This design comes from an exercise in tuning for small area and few clock cycles on the open sky130 flow, not from production work.
Function was checked by simulation only, so behaviour that the tests miss may differ from the original.

==> v14: inputs <==
// convolution_top_module
module convolution_top_module
(
input iCLK, iRSTn,
input signed [7:0] iW, iX,
input [4:0] iADDR,
input iWren, iValid,
output signed [15:0] oY,
output oValid);
reg [7:0] w0, w1, w2, w3, w4, w5, w6, w7, w8, w9, w10, w11, w12,
          w13, w14, w15, w16, w17, w18, w19, w20, w21, w22, w23, w24;
wire [7:0] nW = ~iW;
always @(posedge iCLK)
	if (iValid && iWren)
		case (iADDR)
		5'd0: w0 <= nW;   5'd1: w1 <= nW;   5'd2: w2 <= nW;   5'd3: w3 <= nW;
		5'd4: w4 <= nW;   5'd5: w5 <= nW;   5'd6: w6 <= nW;   5'd7: w7 <= nW;
		5'd8: w8 <= nW;   5'd9: w9 <= nW;   5'd10: w10 <= nW; 5'd11: w11 <= nW;
		5'd12: w12 <= nW; 5'd13: w13 <= nW; 5'd14: w14 <= nW; 5'd15: w15 <= nW;
		5'd16: w16 <= nW; 5'd17: w17 <= nW; 5'd18: w18 <= nW; 5'd19: w19 <= nW;
		5'd20: w20 <= nW; 5'd21: w21 <= nW; 5'd22: w22 <= nW; 5'd23: w23 <= nW;
		5'd24: w24 <= nW;
		default: ;
		endcase
reg [1031:0] line;
always @(posedge iCLK) line <= {line[1023:0], ~iX};
function [15:0] sat18(input [17:0] v);
	if (!v[17] && v[16:15] != 2'b00) sat18 = 16'h7fff;
	else if (v[17] && v[16:15] != 2'b11) sat18 = 16'h8000;
	else sat18 = v[15:0];
endfunction
reg [15:0] T1, T2, T3, T4;
reg [9:0] Q0a, Q1a, Q2a, Q3a, Q4a, Q0b, Q1b, Q2b, Q3b, Q4b;
reg [7:0] Q0l, Q1l, Q2l, Q3l, Q4l;
reg       Q0c, Q1c, Q2c, Q3c, Q4c;
wire [7:0] xq00 = line[1031:1024];
wire q0_g1; ppa uq0_g1 (w0[0], xq00[0], q0_g1);
wire q0_g2; ppa uq0_g2 (w0[0], xq00[1], q0_g2);
wire q0_g3; ppa uq0_g3 (w0[0], xq00[2], q0_g3);
wire q0_g4; ppa uq0_g4 (w0[0], xq00[3], q0_g4);
wire q0_g5; ppa uq0_g5 (w0[0], xq00[4], q0_g5);
wire q0_g6; ppa uq0_g6 (w0[0], xq00[5], q0_g6);
wire q0_g7; ppa uq0_g7 (w0[0], xq00[6], q0_g7);
wire q0_g8; ppa uq0_g8 (w0[1], xq00[0], q0_g8);
wire q0_g9; ppa uq0_g9 (w0[1], xq00[1], q0_g9);
wire q0_g10; ppa uq0_g10 (w0[1], xq00[2], q0_g10);
wire q0_g11; ppa uq0_g11 (w0[1], xq00[3], q0_g11);
wire q0_g12; ppa uq0_g12 (w0[1], xq00[4], q0_g12);
wire q0_g13; ppa uq0_g13 (w0[1], xq00[5], q0_g13);
wire q0_g14; ppa uq0_g14 (w0[1], xq00[6], q0_g14);
wire q0_g15; ppa uq0_g15 (w0[2], xq00[0], q0_g15);
wire q0_g16; ppa uq0_g16 (w0[2], xq00[1], q0_g16);
wire q0_g17; ppa uq0_g17 (w0[2], xq00[2], q0_g17);
wire q0_g18; ppa uq0_g18 (w0[2], xq00[3], q0_g18);
wire q0_g19; ppa uq0_g19 (w0[2], xq00[4], q0_g19);
wire q0_g20; ppa uq0_g20 (w0[2], xq00[5], q0_g20);
wire q0_g21; ppa uq0_g21 (w0[2], xq00[6], q0_g21);
  ...
clock: 6.0 ns
lec_check: 0
cap_margin: 20
core_margin: 2
core_utilization: 55
cts_buf_list: sky130_fd_sc_hd__clkbuf_8
cts_cluster_diameter: 100
cts_cluster_size: 14
gpl_timing_driven: 0
slew_margin: 20
synth_hierarchical: 1
run.sh (not shown) runs the stock make flow with config.mk's settings and CLKGATE_MAP_FILE= SYNTH_SCRIPT=/design/flow/synth_recipe.tcl, a recipe that flattens the netlist after the stock synthesis.
==> v35 (differences from v14) <==
--- a/flow/config.mk
+++ b/flow/config.mk
@@ -8,9 +8,9 @@
 export CAP_MARGIN = 20
 export CORE_MARGIN = 2
 export CORE_UTILIZATION = 55
-export CTS_BUF_LIST = sky130_fd_sc_hd__clkbuf_8
-export CTS_CLUSTER_DIAMETER = 100
-export CTS_CLUSTER_SIZE = 14
+export CTS_BUF_LIST = sky130_fd_sc_hd__clkbuf_4 sky130_fd_sc_hd__clkbuf_8
+export CTS_CLUSTER_DIAMETER = 80
+export CTS_CLUSTER_SIZE = 10
 export GPL_TIMING_DRIVEN = 0
 export SLEW_MARGIN = 20
 export SYNTH_HIERARCHICAL = 1
==> summary of the runs <==
In v35 the critical path depth is lower than in v14, by 1.
Final area: v14 is smaller than v35 (about 1.3%).
Against v35, the global-route usage of v14 is lower by 0.26 points.
In die area, v35 and v14 do not differ.
In sequential cell count, v35 and v14 do not differ.
Clock skew: v14 is lower than v35 (0.0075 ns).
Hold slack: v35 is lower than v14 (0.022 ns).
Synthesized area is the same in v14 and v35.
Testbench counts of v14, summed over its fixed seeds: cycles 49,168.
Testbench counts of v35, summed over its fixed seeds: cycles 49,168.

[static timing again, ports no longer ideal]
No port has a modelled driver above. Below, the same layouts with a new extraction and two added sets of constraints.
Step 1 (the two cells are an assumption about what drives the block):
set clk [get_ports {iCLK}]
set_driving_cell -lib_cell sky130_fd_sc_hd__clkbuf_16 $clk
set_driving_cell -lib_cell sky130_fd_sc_hd__buf_2 [delete_from_list [all_inputs] $clk]
Step 2 moves the port delays by t, midway between the first and last clock arrival at a register: inputs arrive t later, outputs are due t later. That takes back most of the time a late clock gives input paths.
Slacks: ideal / step 1 / step 2; pairs: ideal / step 1.
run	shift t [ns]	setup WS [ns]	hold WS [ns]	worst setup path after step 2
v14	0.919	0.130 / 0.061 / 0.395	0.302 / 0.302 / 0.302	register to register
v35	0.959	0.221 / 0.151 / 0.411	0.279 / 0.279 / 0.279	register to register
After both steps every run listed still meets setup and hold.
